From an optimization exercise on the open Yosys and OpenROAD flow, aimed at small area; shortcuts taken in it are not production practice. Only simulation tests tie the RTL to the original design; equivalence was not proved. Power figures rest on the tool's default switching activity, not on a simulated workload.

==> flow/design.v <==
module Top_Memory_Game (
    input wire clk,
    input wire rst_n,
    input wire [7:0] btn_raw,
    output wire [7:0] led_out,
    output wire [7:0] seg_data,
    output wire [7:0] seg_sel,
    output reg pwm_servo,
    output wire lcd_rs,
    output wire lcd_rw,
    output wire lcd_en,
    output reg [7:0] lcd_data
);
    integer j;
    localparam [9:0] DB_HIT = 10'd440;
    wire [7:0] btn_in = ~btn_raw;
    reg  [7:0] db_prev, db_out;
    wire [7:0] db_hit;
    genvar g;
    generate
        for (g = 0; g < 8; g = g + 1) begin : db
            reg  [9:0] d;            
            wire       clr = btn_in[g] ^ db_prev[g];
            assign db_hit[g] = (d == DB_HIT);
            always @(posedge clk)
                d <= clr ? 10'd0 : {~d[8:0], ~(d[9] ^ d[6])};
        end
    endgenerate
    always @(posedge clk) begin
        if (!rst_n) begin
            db_prev <= 8'd0;
            db_out  <= 8'd0;
        end else begin
            db_prev <= btn_in;
            for (j = 0; j < 8; j = j + 1)
                if (db_hit[j]) db_out[j] <= db_prev[j];
        end
    end
    wire [7:0] btn_pos = db_hit & db_prev & ~db_out;
    wire       any_key = |btn_pos;
    reg  [2:0] key;
    always @(*) begin
        casez (btn_pos)
            8'b???????1: key = 3'd0;
            8'b??????10: key = 3'd1;
            8'b?????100: key = 3'd2;
            8'b????1000: key = 3'd3;
            8'b???10000: key = 3'd4;
            8'b??100000: key = 3'd5;
            8'b?1000000: key = 3'd6;
            default:     key = 3'd7;
        endcase
    end
    reg [2:0] lo;
    reg [6:0] ph7;       
    reg [6:0] sh7;       
    reg       pre;
    wire [5:0] e;
    wire [9:0] pcnt = {ph7, lo};
    wire p999 = (ph7 == 7'd124) && (lo == 3'd7);
    always @(posedge clk) begin
        if (!rst_n) begin
            lo <= 3'd0; ph7 <= 7'd0;
        end else begin
            lo <= lo + 3'd1;
            if (lo == 3'd7) ph7 <= (ph7 == 7'd124) ? 7'd0 : ph7 + 7'd1;
        end
    end
    always @(posedge clk or negedge rst_n) begin
        if (!rst_n) begin
            sh7 <= 7'd0; pwm_servo <= 1'b0;
        end else begin
            if (lo == 3'd7) sh7 <= sh7 + 7'd1;
            pwm_servo <= pre;
        end
    end
    always @(posedge clk)
        pre <= p999 || (pcnt < {4'd0, e} + 10'd49);
    wire [7:0] sdec = 8'd1 << sh7[6:4];      
    assign seg_sel = ~sdec;
    localparam S_GB   = 4'd0;    
    localparam S_GS   = 4'd1;    
    localparam S_SB   = 4'd2;    
    localparam S_SC   = 4'd3;    
    localparam S_GA   = 4'd4;    
    localparam S_WT   = 4'd5;    
    localparam S_XC   = 4'd6;    
    localparam S_CK   = 4'd7;
    localparam S_IDLE = 4'd8;
    localparam S_PS   = 4'd9;
    localparam S_FL   = 4'd10;
    localparam S_XF   = 4'd11;   
    localparam S_DN   = 4'd12;
    localparam [11:0] PH0 = 12'd0;
    localparam [11:0] PH1 = 12'd1;
    localparam [11:0] PHL = 12'd3386;    
    reg [3:0]  st;
    reg [2:0]  round;
    reg [4:0]  score;
    reg [11:0] ph;
    reg [7:0]  cq;
    reg [3:0]  idx;
    reg [2:0]  A [0:7];
    reg        rep;
    reg        match;
    wire ph0    = (ph == PH0);
    wire phlast = (ph == PHL);
    wire [3:0] k = {1'b0, round} + 4'd3;
    reg [4:0] per_q, on_q;
    always @(*) begin
        case (round)
            3'd2: begin per_q = 5'd16; on_q = 5'd12; end
            3'd3: begin per_q = 5'd12; on_q = 5'd9;  end
            3'd4: begin per_q = 5'd8;  on_q = 5'd6;  end
            3'd5: begin per_q = 5'd4;  on_q = 5'd3;  end
            default: begin per_q = 5'd20; on_q = 5'd15; end
        endcase
    end
    wire first   = (cq == 8'd0) && ph0;
    wire t_idle  = (cq == 8'd60) && ph0;             
    wire t_check = (cq == 8'd9) && phlast;           
    wire t_end   = (cq == 8'd59) && phlast;          
    wire t_per   = (cq == {3'd0, per_q}) && ph0;
    wire t_up    = (cq == 8'd200) && (ph == PH1);    
    wire last_i  = (idx == k - 4'd1);
    reg [15:0] lfsr;
    always @(posedge clk or negedge rst_n) begin
        if (!rst_n) lfsr <= 16'hACE1;
        else        lfsr <= {lfsr[14:0], lfsr[15] ^ lfsr[13] ^ lfsr[12] ^ lfsr[10]};
    end
    wire [2:0] rv = lfsr[2:0];
    wire [7:0] dec = 8'd1 << idx[2:0];
    reg  [2:0] a_cur, a_disp;
    always @(*) begin
        a_cur = 3'd0; a_disp = 3'd0;
        for (j = 0; j < 8; j = j + 1) begin
            a_cur  = a_cur  | ({3{dec[j]}}  & A[j]);
            a_disp = a_disp | ({3{sdec[j]}} & A[j]);
        end
    end
    wire g_first = (idx == 4'd15);
    wire skip    = !g_first && (rv == a_cur) && rep;
    wire gen_wr  = (st == S_GB) && !last_i && !skip;
    wire key_wr  = (st == S_WT) && !t_up && (idx != k) && !first && any_key;
    wire [2:0] wd = (st == S_GB) ? rv : key;
    wire [7:0] we = ({8{gen_wr}} & {dec[6:0], dec[7]}) | ({8{key_wr}} & dec);
    wire t_clr = (st == S_GB) || (st == S_SC) || (st == S_XC) || (st == S_XF) ||
                 ((st == S_SB) && t_per) || ((st == S_GS) && (ph == PH1));
    always @(posedge clk) begin
        if (t_clr || !rst_n) begin
            ph <= PH0; cq <= 8'd0;
        end else begin
            ph <= phlast ? PH0 : {ph[10:0], ~(ph[11] ^ ph[10] ^ ph[9] ^ ph[3])};
            cq <= cq + {7'd0, phlast};
        end
    end
    always @(posedge clk or negedge rst_n) begin
        if (!rst_n) begin
            st <= S_IDLE; idx <= 4'd0;
        end else begin
            case (st)
                S_IDLE: if (t_idle) st <= S_GA;
                S_GA: begin idx <= 4'd15; st <= S_GB; end
                S_GB: begin
                    if (last_i) st <= S_GS;
                    else if (!skip) idx <= idx + 4'd1;
                end
                S_GS: if (ph == PH1) begin idx <= 4'd0; st <= S_SB; end
                S_SB: if (t_per) begin
                    if (last_i) st <= S_SC;
                    else idx <= idx + 4'd1;
                end
                S_SC: begin idx <= 4'd0; st <= S_WT; end
                S_WT: begin
                    if (t_up) st <= S_XF;
                    else if (idx == k) st <= S_XC;
                    else if (key_wr) idx <= idx + 4'd1;
                end
                S_XC: st <= S_CK;
                S_XF: st <= S_FL;
                S_CK: if (t_check) st <= match ? S_PS : S_FL;
                S_PS, S_FL: if (t_end) st <= (round == 3'd6) ? S_DN : S_GA;
                default: st <= S_DN;
            endcase
        end
    end
    always @(posedge clk) begin
        if (!rst_n) begin
            round <= 3'd1; score <= 5'd0;
        end else if (st == S_XF || (st == S_CK && t_check)) begin
            round <= round + 3'd1;
            if (st == S_CK && match) score <= score + {2'd0, round} + 5'd1;
        end
    end
    always @(posedge clk) begin
        for (j = 0; j < 8; j = j + 1)
            if (we[j]) A[j] <= wd;
        if (gen_wr) rep <= !g_first && (rv == a_cur);
        if (st == S_SC) match <= 1'b1;
        if (key_wr) match <= match & (key == a_cur);
    end
    assign e = (st == S_WT || st == S_XC || st == S_XF) ? cq[7:2] : 6'd0;
    wire led_on = (st == S_SB) && !first &&
                  ((cq < {3'd0, on_q}) || ((cq == {3'd0, on_q}) && ph0));
    assign led_out = led_on ? (8'd1 << a_cur) : 8'd0;
    reg [7:0] cnt_gt;
    always @(*)
        for (j = 0; j < 8; j = j + 1)
            cnt_gt[j] = (idx > j);
    wire show = (st[3:2] != 2'b00) && |(cnt_gt & sdec);
    reg [7:0] seg;
    always @(*) begin
        case (a_disp)
            3'd0: seg = 8'h06;
            3'd1: seg = 8'h5B;
            3'd2: seg = 8'h4F;
            3'd3: seg = 8'h66;
            3'd4: seg = 8'h6D;
            3'd5: seg = 8'h7D;
            3'd6: seg = 8'h07;
            default: seg = 8'h7F;
        endcase
    end
    assign seg_data = show ? seg : 8'h00;
    reg [1:0]  lph;              
    reg        lln;              
    reg [2:0]  sub;
    reg [3:0]  ci;
    wire [2:0] scr = !st[3] ? 3'd0 :
                     st[2]  ? 3'd4 :
                     st[1]  ? 3'd3 :
                     st[0]  ? 3'd2 : 3'd1;
    reg [7:0] txt;
    reg [3:0] dsel;
    always @(*) begin
        dsel = 4'd0;
        casez ({st, lln, ci})
            {4'b0???, 1'b0, 4'd0}: begin txt = 8'h4C; end
            {4'b0???, 1'b0, 4'd1}: begin txt = 8'h76; end
            {4'b0???, 1'b0, 4'd2}: begin txt = 8'h2E; end
            {4'b0???, 1'b0, 4'd3}: begin txt = 8'h20; end
            {4'b0???, 1'b0, 4'd4}: begin txt = 8'h30; dsel[0] = 1'b1; end
            {4'b0???, 1'b0, 4'd5}: begin txt = 8'h20; end
            {4'b0???, 1'b0, 4'd6}: begin txt = 8'h20; end
            {4'b0???, 1'b0, 4'd7}: begin txt = 8'h20; end
            {4'b0???, 1'b0, 4'd8}: begin txt = 8'h20; end
            {4'b0???, 1'b0, 4'd9}: begin txt = 8'h20; end
            {4'b0???, 1'b0, 4'd10}: begin txt = 8'h20; end
            {4'b0???, 1'b0, 4'd11}: begin txt = 8'h20; end
            {4'b0???, 1'b0, 4'd12}: begin txt = 8'h20; end
            {4'b0???, 1'b0, 4'd13}: begin txt = 8'h20; end
            {4'b0???, 1'b0, 4'd14}: begin txt = 8'h20; end
            {4'b0???, 1'b0, 4'd15}: begin txt = 8'h20; end
            {4'b0???, 1'b1, 4'd0}: begin txt = 8'h53; end
            {4'b0???, 1'b1, 4'd1}: begin txt = 8'h63; end
            {4'b0???, 1'b1, 4'd2}: begin txt = 8'h6F; end
            {4'b0???, 1'b1, 4'd3}: begin txt = 8'h72; end
            {4'b0???, 1'b1, 4'd4}: begin txt = 8'h65; end
            {4'b0???, 1'b1, 4'd5}: begin txt = 8'h3A; end
            {4'b0???, 1'b1, 4'd6}: begin txt = 8'h20; end
            {4'b0???, 1'b1, 4'd7}: begin txt = 8'h30; dsel[1] = 1'b1; end
            {4'b0???, 1'b1, 4'd8}: begin txt = 8'h30; dsel[2] = 1'b1; end
            {4'b0???, 1'b1, 4'd9}: begin txt = 8'h30; dsel[3] = 1'b1; end
            {4'b0???, 1'b1, 4'd10}: begin txt = 8'h20; end
            {4'b0???, 1'b1, 4'd11}: begin txt = 8'h20; end
            {4'b0???, 1'b1, 4'd12}: begin txt = 8'h20; end
            {4'b0???, 1'b1, 4'd13}: begin txt = 8'h20; end
            {4'b0???, 1'b1, 4'd14}: begin txt = 8'h20; end
            {4'b0???, 1'b1, 4'd15}: begin txt = 8'h20; end
            {4'b1000, 1'b0, 4'd0}: begin txt = 8'h20; end
            {4'b1000, 1'b0, 4'd1}: begin txt = 8'h20; end
            {4'b1000, 1'b0, 4'd2}: begin txt = 8'h20; end
            {4'b1000, 1'b0, 4'd3}: begin txt = 8'h47; end
            {4'b1000, 1'b0, 4'd4}: begin txt = 8'h61; end
            {4'b1000, 1'b0, 4'd5}: begin txt = 8'h6D; end
            {4'b1000, 1'b0, 4'd6}: begin txt = 8'h65; end
            {4'b1000, 1'b0, 4'd7}: begin txt = 8'h20; end
            {4'b1000, 1'b0, 4'd8}: begin txt = 8'h53; end
            {4'b1000, 1'b0, 4'd9}: begin txt = 8'h74; end
            {4'b1000, 1'b0, 4'd10}: begin txt = 8'h61; end
            {4'b1000, 1'b0, 4'd11}: begin txt = 8'h72; end
            {4'b1000, 1'b0, 4'd12}: begin txt = 8'h74; end
            {4'b1000, 1'b0, 4'd13}: begin txt = 8'h20; end
            {4'b1000, 1'b0, 4'd14}: begin txt = 8'h20; end
            {4'b1000, 1'b0, 4'd15}: begin txt = 8'h20; end
            {4'b1000, 1'b1, 4'd0}: begin txt = 8'h20; end
            {4'b1000, 1'b1, 4'd1}: begin txt = 8'h20; end
            {4'b1000, 1'b1, 4'd2}: begin txt = 8'h20; end
            {4'b1000, 1'b1, 4'd3}: begin txt = 8'h20; end
            {4'b1000, 1'b1, 4'd4}: begin txt = 8'h20; end
            {4'b1000, 1'b1, 4'd5}: begin txt = 8'h20; end
            {4'b1000, 1'b1, 4'd6}: begin txt = 8'h20; end
            {4'b1000, 1'b1, 4'd7}: begin txt = 8'h20; end
            {4'b1000, 1'b1, 4'd8}: begin txt = 8'h20; end
            {4'b1000, 1'b1, 4'd9}: begin txt = 8'h20; end
            {4'b1000, 1'b1, 4'd10}: begin txt = 8'h20; end
            {4'b1000, 1'b1, 4'd11}: begin txt = 8'h20; end
            {4'b1000, 1'b1, 4'd12}: begin txt = 8'h20; end
            {4'b1000, 1'b1, 4'd13}: begin txt = 8'h20; end
            {4'b1000, 1'b1, 4'd14}: begin txt = 8'h20; end
            {4'b1000, 1'b1, 4'd15}: begin txt = 8'h20; end
            {4'b1001, 1'b0, 4'd0}: begin txt = 8'h20; end
            {4'b1001, 1'b0, 4'd1}: begin txt = 8'h20; end
            {4'b1001, 1'b0, 4'd2}: begin txt = 8'h20; end
            {4'b1001, 1'b0, 4'd3}: begin txt = 8'h20; end
            {4'b1001, 1'b0, 4'd4}: begin txt = 8'h53; end
            {4'b1001, 1'b0, 4'd5}: begin txt = 8'h75; end
            {4'b1001, 1'b0, 4'd6}: begin txt = 8'h63; end
            {4'b1001, 1'b0, 4'd7}: begin txt = 8'h63; end
            {4'b1001, 1'b0, 4'd8}: begin txt = 8'h65; end
            {4'b1001, 1'b0, 4'd9}: begin txt = 8'h73; end
            {4'b1001, 1'b0, 4'd10}: begin txt = 8'h73; end
            {4'b1001, 1'b0, 4'd11}: begin txt = 8'h21; end
            {4'b1001, 1'b0, 4'd12}: begin txt = 8'h20; end
            {4'b1001, 1'b0, 4'd13}: begin txt = 8'h20; end
            {4'b1001, 1'b0, 4'd14}: begin txt = 8'h20; end
            {4'b1001, 1'b0, 4'd15}: begin txt = 8'h20; end
            {4'b1001, 1'b1, 4'd0}: begin txt = 8'h20; end
            {4'b1001, 1'b1, 4'd1}: begin txt = 8'h4E; end
            {4'b1001, 1'b1, 4'd2}: begin txt = 8'h65; end
            {4'b1001, 1'b1, 4'd3}: begin txt = 8'h78; end
            {4'b1001, 1'b1, 4'd4}: begin txt = 8'h74; end
            {4'b1001, 1'b1, 4'd5}: begin txt = 8'h20; end
            {4'b1001, 1'b1, 4'd6}: begin txt = 8'h4C; end
            {4'b1001, 1'b1, 4'd7}: begin txt = 8'h65; end
            {4'b1001, 1'b1, 4'd8}: begin txt = 8'h76; end
            {4'b1001, 1'b1, 4'd9}: begin txt = 8'h65; end
            {4'b1001, 1'b1, 4'd10}: begin txt = 8'h6C; end
            {4'b1001, 1'b1, 4'd11}: begin txt = 8'h2E; end
            {4'b1001, 1'b1, 4'd12}: begin txt = 8'h2E; end
            {4'b1001, 1'b1, 4'd13}: begin txt = 8'h2E; end
            {4'b1001, 1'b1, 4'd14}: begin txt = 8'h20; end
            {4'b1001, 1'b1, 4'd15}: begin txt = 8'h20; end
            {4'b1010, 1'b0, 4'd0}, {4'b1011, 1'b0, 4'd0}: begin txt = 8'h20; end
            {4'b1010, 1'b0, 4'd1}, {4'b1011, 1'b0, 4'd1}: begin txt = 8'h20; end
            {4'b1010, 1'b0, 4'd2}, {4'b1011, 1'b0, 4'd2}: begin txt = 8'h20; end
            {4'b1010, 1'b0, 4'd3}, {4'b1011, 1'b0, 4'd3}: begin txt = 8'h20; end
            {4'b1010, 1'b0, 4'd4}, {4'b1011, 1'b0, 4'd4}: begin txt = 8'h20; end
            {4'b1010, 1'b0, 4'd5}, {4'b1011, 1'b0, 4'd5}: begin txt = 8'h46; end
            {4'b1010, 1'b0, 4'd6}, {4'b1011, 1'b0, 4'd6}: begin txt = 8'h61; end
            {4'b1010, 1'b0, 4'd7}, {4'b1011, 1'b0, 4'd7}: begin txt = 8'h69; end
            {4'b1010, 1'b0, 4'd8}, {4'b1011, 1'b0, 4'd8}: begin txt = 8'h6C; end
            {4'b1010, 1'b0, 4'd9}, {4'b1011, 1'b0, 4'd9}: begin txt = 8'h2E; end
            {4'b1010, 1'b0, 4'd10}, {4'b1011, 1'b0, 4'd10}: begin txt = 8'h2E; end
            {4'b1010, 1'b0, 4'd11}, {4'b1011, 1'b0, 4'd11}: begin txt = 8'h2E; end
            {4'b1010, 1'b0, 4'd12}, {4'b1011, 1'b0, 4'd12}: begin txt = 8'h20; end
            {4'b1010, 1'b0, 4'd13}, {4'b1011, 1'b0, 4'd13}: begin txt = 8'h20; end
            {4'b1010, 1'b0, 4'd14}, {4'b1011, 1'b0, 4'd14}: begin txt = 8'h20; end
            {4'b1010, 1'b0, 4'd15}, {4'b1011, 1'b0, 4'd15}: begin txt = 8'h20; end
            {4'b1010, 1'b1, 4'd0}, {4'b1011, 1'b1, 4'd0}: begin txt = 8'h20; end
            {4'b1010, 1'b1, 4'd1}, {4'b1011, 1'b1, 4'd1}: begin txt = 8'h20; end
            {4'b1010, 1'b1, 4'd2}, {4'b1011, 1'b1, 4'd2}: begin txt = 8'h54; end
            {4'b1010, 1'b1, 4'd3}, {4'b1011, 1'b1, 4'd3}: begin txt = 8'h72; end
            {4'b1010, 1'b1, 4'd4}, {4'b1011, 1'b1, 4'd4}: begin txt = 8'h79; end
            {4'b1010, 1'b1, 4'd5}, {4'b1011, 1'b1, 4'd5}: begin txt = 8'h20; end
            {4'b1010, 1'b1, 4'd6}, {4'b1011, 1'b1, 4'd6}: begin txt = 8'h41; end
            {4'b1010, 1'b1, 4'd7}, {4'b1011, 1'b1, 4'd7}: begin txt = 8'h67; end
            {4'b1010, 1'b1, 4'd8}, {4'b1011, 1'b1, 4'd8}: begin txt = 8'h61; end
            {4'b1010, 1'b1, 4'd9}, {4'b1011, 1'b1, 4'd9}: begin txt = 8'h69; end
            {4'b1010, 1'b1, 4'd10}, {4'b1011, 1'b1, 4'd10}: begin txt = 8'h6E; end
            {4'b1010, 1'b1, 4'd11}, {4'b1011, 1'b1, 4'd11}: begin txt = 8'h2E; end
            {4'b1010, 1'b1, 4'd12}, {4'b1011, 1'b1, 4'd12}: begin txt = 8'h2E; end
            {4'b1010, 1'b1, 4'd13}, {4'b1011, 1'b1, 4'd13}: begin txt = 8'h2E; end
            {4'b1010, 1'b1, 4'd14}, {4'b1011, 1'b1, 4'd14}: begin txt = 8'h20; end
            {4'b1010, 1'b1, 4'd15}, {4'b1011, 1'b1, 4'd15}: begin txt = 8'h20; end
            {4'b1100, 1'b0, 4'd0}: begin txt = 8'h20; end
            {4'b1100, 1'b0, 4'd1}: begin txt = 8'h20; end
            {4'b1100, 1'b0, 4'd2}: begin txt = 8'h46; end
            {4'b1100, 1'b0, 4'd3}: begin txt = 8'h49; end
            {4'b1100, 1'b0, 4'd4}: begin txt = 8'h4E; end
            {4'b1100, 1'b0, 4'd5}: begin txt = 8'h41; end
            {4'b1100, 1'b0, 4'd6}: begin txt = 8'h4C; end
            {4'b1100, 1'b0, 4'd7}: begin txt = 8'h20; end
            {4'b1100, 1'b0, 4'd8}: begin txt = 8'h53; end
            {4'b1100, 1'b0, 4'd9}: begin txt = 8'h43; end
            {4'b1100, 1'b0, 4'd10}: begin txt = 8'h4F; end
            {4'b1100, 1'b0, 4'd11}: begin txt = 8'h52; end
            {4'b1100, 1'b0, 4'd12}: begin txt = 8'h45; end
            {4'b1100, 1'b0, 4'd13}: begin txt = 8'h20; end
            {4'b1100, 1'b0, 4'd14}: begin txt = 8'h20; end
            {4'b1100, 1'b0, 4'd15}: begin txt = 8'h20; end
            {4'b1100, 1'b1, 4'd0}: begin txt = 8'h54; end
            {4'b1100, 1'b1, 4'd1}: begin txt = 8'h6F; end
            {4'b1100, 1'b1, 4'd2}: begin txt = 8'h74; end
            {4'b1100, 1'b1, 4'd3}: begin txt = 8'h61; end
            {4'b1100, 1'b1, 4'd4}: begin txt = 8'h6C; end
            {4'b1100, 1'b1, 4'd5}: begin txt = 8'h3A; end
            {4'b1100, 1'b1, 4'd6}: begin txt = 8'h20; end
            {4'b1100, 1'b1, 4'd7}: begin txt = 8'h30; dsel[1] = 1'b1; end
            {4'b1100, 1'b1, 4'd8}: begin txt = 8'h30; dsel[2] = 1'b1; end
            {4'b1100, 1'b1, 4'd9}: begin txt = 8'h30; dsel[3] = 1'b1; end
            {4'b1100, 1'b1, 4'd10}: begin txt = 8'h20; end
            {4'b1100, 1'b1, 4'd11}: begin txt = 8'h20; end
            {4'b1100, 1'b1, 4'd12}: begin txt = 8'h20; end
            {4'b1100, 1'b1, 4'd13}: begin txt = 8'h20; end
            {4'b1100, 1'b1, 4'd14}: begin txt = 8'h20; end
            {4'b1100, 1'b1, 4'd15}: begin txt = 8'h20; end
            default: txt = 8'h20;
        endcase
    end
    wire [7:0] d_h = (score >= 5'd20) ? 8'd1 : 8'd0;
    wire [3:0] tens = (score >= 5'd20) ? 4'd0 : score[4:1];
    wire [7:0] dig = ({8{dsel[0]}} & {5'd0, round}) |
                     ({8{dsel[1]}} & d_h) |
                     ({8{dsel[2]}} & {4'd0, tens}) |
                     ({8{dsel[3]}} & {5'd0, score[0], 1'b0, score[0]});
    wire [7:0] chr = txt | dig;
    reg [7:0] icmd;
    always @(*) begin
        casez (lcd_data)
            8'b??1?????: icmd = 8'h0C;
            8'b????1???: icmd = 8'h06;
            8'b??????1?: icmd = 8'h01;
            8'b???????1: icmd = 8'h80;
            default:     icmd = 8'h38;
        endcase
    end
    wire is_line = (lph == 2'd1);
    wire lwrap = (sub == 3'd5);
    wire dend  = (ci == 4'd12) && (sub == 3'd4);
    wire pos0  = (ci == 4'd0) && (sub == 3'd0);
    always @(posedge clk or negedge rst_n) begin
        if (!rst_n) begin
            lph <= 2'd0; lln <= 1'b0; sub <= 3'd0; ci <= 4'd0; lcd_data <= 8'd0;
        end else begin
            case (lph)
                2'd1: begin
                    if (lwrap) begin
                        sub <= 3'd0; ci <= ci + 4'd1;
                        if (ci == 4'd15) lph <= 2'd2;
                    end else sub <= sub + 3'd1;
                    if (lwrap && ci == 4'd15) lcd_data <= lln ? 8'h80 : 8'hC0;
                    else lcd_data <= chr;
                end
                default: begin
                    if (lph == 2'd0 && pos0) lcd_data <= icmd;
                    if (dend) begin
                        sub <= 3'd0; ci <= 4'd0;
                        if (lph == 2'd2) begin lph <= 2'd1; lln <= ~lln; end
                        else if (lcd_data[7]) lph <= 2'd1;
                    end else begin
                        sub <= sub + 3'd1;
                        if (sub == 3'd7) ci <= ci + 4'd1;
                    end
                end
            endcase
        end
    end
    assign lcd_en = is_line ? (sub == 3'd1 || sub == 3'd2)
                            : (ci == 4'd0 && sub != 3'd0 && sub <= 3'd5);
    assign lcd_rs = is_line && !pos0;
    assign lcd_rw = 1'b0;
endmodule
==> flow/flow/run.sh <==
#!/bin/bash
# Own layout flow: the standard ORFS flow (standard.sh) with these changes:
#  - Yosys's ABC technology mapping uses an area-oriented script
#    (flow/abc_area.script) in place of ORFS's delay-oriented one;
#  - adders are left to ABC (no ORFS half/full-adder cell mapping);
#  - the port buffers are buf_1 cells;
#  - clock tree synthesis adds no dummy loads and uses small buffers above
#    the leaf level (clustering settings as config.mk's CTS_* values).
# Everything else (synthesis script, floorplan, power grid, placement,
# routing) is ORFS's own. Each tool's output goes to its own log under
# orfs/logs/, and make's output to flow_make.log.
set -euo pipefail
W=$(pwd)
rm -rf "$W/orfs_scripts"
mkdir -p "$W/orfs_scripts"
cp -r "$FLOW_HOME/scripts/." "$W/orfs_scripts/"
cp "$W/flow/abc_area.script" "$W/orfs_scripts/abc_speed.script"
CTS="-sink_clustering_enable -repair_clock_nets -dont_use_dummy_load"
CTS="$CTS -sink_clustering_size 20 -sink_clustering_max_diameter 60"
CTS="$CTS -buf_list sky130_fd_sc_hd__clkbuf_8 -root_buf sky130_fd_sc_hd__clkbuf_2 -tree_buf sky130_fd_sc_hd__clkbuf_2"
bash "$W/standard.sh" "SCRIPTS_DIR=$W/orfs_scripts" "ADDER_MAP_FILE=" \
    "BUFFER_PORTS_ARGS=-buffer_cell sky130_fd_sc_hd__buf_1" \
    "CTS_ARGS=$CTS" finish > "$W/flow_make.log" 2>&1
test -f "$W/out/final.def"
==> flow/flow/abc_area.script <==
strash
&get -n
&deepsyn -T 60
&put
dch
&get -n
&nf -a -R 200
&put
==> flow/standard.sh <==
#!/bin/bash
# synth_recipe.tcl (not shown) runs the flow's synth.tcl, then flattens the netlist and writes it again
# the make line also repeats each setting of config.mk as NAME=value (left out here)
make -C /OpenROAD-flow-scripts/flow DESIGN_CONFIG=/design/flow/config.mk WORK_HOME=/design/flow/orfs CLKGATE_MAP_FILE= SYNTH_SCRIPT=/design/flow/synth_recipe.tcl "${@:-finish}"
==> flow/config.mk <==
export PLATFORM = sky130hd
export DESIGN_NAME = Top_Memory_Game
export DESIGN_NICKNAME = Top_Memory_Game
export VERILOG_FILES = /design/flow/design.v
export SDC_FILE = /design/flow/constraint.sdc
export NUM_CORES = 4
export LEC_CHECK = 0
export CAP_MARGIN = 20
export CORE_MARGIN = 2
export CORE_UTILIZATION = 75
export CTS_BUF_LIST = sky130_fd_sc_hd__clkbuf_8
export CTS_CLUSTER_DIAMETER = 60
export CTS_CLUSTER_SIZE = 20
export SLEW_MARGIN = 20
==> flow/constraint.sdc <==
create_clock -name core_clock -period 25.0 [get_ports {clk}]
set_input_delay 5.0000 -clock core_clock [delete_from_list [all_inputs] [get_ports {clk}]]
set_output_delay 5.0000 -clock core_clock [all_outputs]
set_load 0.01 [all_outputs]
==> run notes <==
half-perimeter wire length of the detailed placement result=15.3 mm; maximum capacitance violations=0; final number of setup-violating endpoints=0; area of the die=12800 um2; core occupancy in the finished layout=82.1%; Placement Cell Area=9310 um2; type of the worst setup path=reg -> out; final setup TNS=0 ns; number of global-route vias before repair=7420; arrival time at the worst endpoint=3.50 ns; Crit path max-delay family=compound AO/OA/AOI/OAI gates; final design area excluding fillers=between 9000 and 10000 um2; Post-CTS Hold Fix Bufs=0; Distinct cells, synth=just under 60; unrepaired setup endpoints after global routing=false; number of slew-limit violations in the final report=0; number of flops mapped to enable cells by yosys=26; initial antenna violation count=0; deepest level of the CTS H-tree=1; effective utilization at floorplan=slightly below 80%; pin count of the biggest net entering global routing=just under 60; max incr delay on CP=0.56 ns; depth of the most critical reg-to-reg path=13; kind of end point of the critical path=output port; share of layout cells above drive strength 1=about 2.5%; Post-Route WL=21.5 mm; most common cell after layout, fill and taps aside=nor2_1; weighted congestion at the end of routability-driven global placement=1.06; overall routing resource usage=33.7%; Die Span X=roughly 110 um; Port Buffers=43; setup clock skew after layout=0.0386 ns; startpoint of the tightest hold check path=pre; remaining global-route overflow=0; cells traversed along the worst timing path=nor2b_1, nand2_1, o221ai_1, a21oi_1, a221o_1, nor2_1, clkinv_1, a31oi_1, a21boi_0, or2_0, buf_1; shortest clock period the worst path allows after layout=8.50 ns; worst flop-to-flop path startpoint=round[1]; slack of the critical path=16.50 ns; top_reg_cell synth=dfxtp_1; # clock sinks=211; Syn. warnings=2; Worst Setup Slack post-DPL=17.28 ns; number of iterations in the first detailed-routing pass=8; number of placement rows=39; sequential element share of the synthesized area=52.9%; number of nets still failing antenna checks after routing=0; total instance count after detailed placement=1162; Worst Path Buf+Inv=2; routed via count divided by cell count=6.59; initial detailed-routing violation count=between 1000 and 1500; share of flip-flops with an asynchronous set or reset after synthesis=23.7%; maximum number of buffers from clock root to sink=3; synth-to-layout area growth=5.80%; area of the placeable core=between 10000 and 15000 um2; nets@finish=1046; Clock transition at path regs=0.11 ns; Max Clk Rate=about 120 MHz; terminating pin of the worst hold path=pwm_servo; kind of launch point of the worst setup path=flop; buffer count from post-CTS setup fixing=0; PostCTS Resize Cnt=0; global-route wire length before repair=35.5 mm; crit-path max FO=13; final std cells w/o fill=1177; final worst path period share=34.0%; Avg Cell Area, Syn=9.19 um2; Leak Pwr=3.55 nW; cts bufs inserted=15; clock network latency to the later pin of the worst-skew pair=0.68 ns; clock root buffer=clkbuf_2; Yosys reg bits=211; final hold violation count=0; post-synthesis cell area=about 9000 um2; average wire per standard cell=18.2 um; type of the worst min-delay path=reg -> reg; slew at the pin with the worst max-slew slack=0.842 ns; internal reg-to-reg setup slack=21.44 ns; worst-case vdd ir drop=0.0797 mV; status=finished clean; number of DRC violations after detailed routing=0; power per cell area=84.6 nW/um2; Top-Level Pins=46; most frequent cells in the layout=175 x nor2_1, 135 x dfxtp_1, 91 x nand2_1, 51 x a21oi_1, 47 x nor3_1; total number of vias=7753; Critical Path RT=20.00 ns; Max-Slew Margin vs Limit=between 40 and 50%; number of cells produced by synthesis=976; slowest stage cell on the critical path=dfrtp_1; hold slack=0.336 ns; Antenna diodes=0; Hold Path Depth=0; sum of internal, switching and leakage power=around 800 uW; TritonCTS clock tree=yes; endpoint of the worst-slack reg-to-reg timing path=idx[3]; Die Span Y=around 110 um
-- cell usage after synthesis (10+ instances only) --
cell	n	share of area (%)
nor2_1	175	7.3
nand4_1	15	1.0
nand3_1	33	1.8
dfrtp_1	41	11
o21ai_0	39	2.2
nand2b_1	14	0.98
clkinv_1	27	1.1
nor2b_1	23	1.6
and3_1	10	0.70
xnor2_1	26	2.5
o22ai_1	10	0.70
a21boi_0	12	1.0
a21oi_1	51	2.8
dfxtp_1	135	30
and2_0	24	1.7
xor2_1	17	1.7
a31oi_1	13	0.91
edfxtp_1	26	8.7
nor3_1	47	2.6
nand2_1	91	3.8
-- per-layer routing --
metal	GRT usage (%)	vias to the layer above	part of all wire, %
met4	12.7	0	3.9
met1	44.2	3621	42
met5	0	-	0
met3	5.46	90	7.3
met2	56.8	408	47
li1	-	3634	-
-- how the worst max path moves through the flow --
| stage | startpoint | endpoint | slack, ns | cells after the start |
|---|---|---|---|---|
| after detailed placement | sh7[5] | seg_data[6] | 17.28 | 11 |
| after global placement | sh7[5] | seg_data[6] | 17.41 | 11 |
| after floorplan | sh7[5] | seg_data[6] | 17.32 | 10 |
| after global routing | sh7[5] | seg_data[6] | 16.20 | 11 |
| after CTS | sh7[5] | seg_data[6] | 16.52 | 11 |
| final | sh7[5] | seg_data[6] | 16.50 | 11 |
-- cell type report --
| type | instances | area, um2 |
|---|---|---|
| Inverter | 27 | 101 |
| Timing Repair Buffer | 44 | 173 |
| Tap cell | 143 | 179 |
| Multi-Input combinational cell | 737 | 4110 |
| Clock buffer | 15 | 180 |
| Fill cell | 686 | 2080 |
| Sequential cell | 211 | 4750 |
-- where the power goes --
group / internal, mW / switching, mW / leakage [nW]
combinational: 0.0773 / 0.143 / 1.49
clock: 0.0457 / 0.0971 / 0.0987
sequential: 0.391 / 0.0485 / 1.96
-- kinds of logic (layout without fill, tap and decap cells) --
group	Yosys count	in the layout	share of synthesized area, %
AO/OA/AOI/OAI	213	213	16.1
AND/OR/NAND/NOR	477	477	25.2
adder cells (fa/ha/maj)	1	1	0.112
other	1	2	0.0418
flip-flops	211	211	52.9
buffers and inverters	29	86	1.30
multiplexers	1	1	0.126
XOR/XNOR	43	43	4.20
-- state kept, by name, indices dropped and copies added (netlist names), 7 cells and up --
name / flops
A: 24
ph: 12
lcd_data: 8
db.d: 80
cq: 8
db_out: 8
db_prev: 8
sh7: 7
lfsr: 16
ph7: 7

==> static timing again, ports no longer ideal <==
How much do the figures lean on ideal ports? The routed layout below was timed once more, with nothing changed but the port constraints.
Step 1 (the two cells are an assumption about what drives the block):
set clk [get_ports {clk}]
set_driving_cell -lib_cell sky130_fd_sc_hd__clkbuf_16 $clk
set_driving_cell -lib_cell sky130_fd_sc_hd__buf_2 [delete_from_list [all_inputs] $clk]
Step 2 moves the port delays by t, midway between the first and last clock arrival at a register: inputs arrive t later, outputs are due t later. That takes back most of the time a late clock gives input paths.
Three values: ideal ports, drivers, drivers and shift; two values: the first two.
t (ns): 0.693
setup WS [ns]: 16.505 / 16.468 / 17.161
worst slew at a driven data input, ns: 0.04
After both steps setup and hold are still met in this run. The setup slack of this run moves by -0.037 ns with the drivers and by +0.656 ns with both steps.
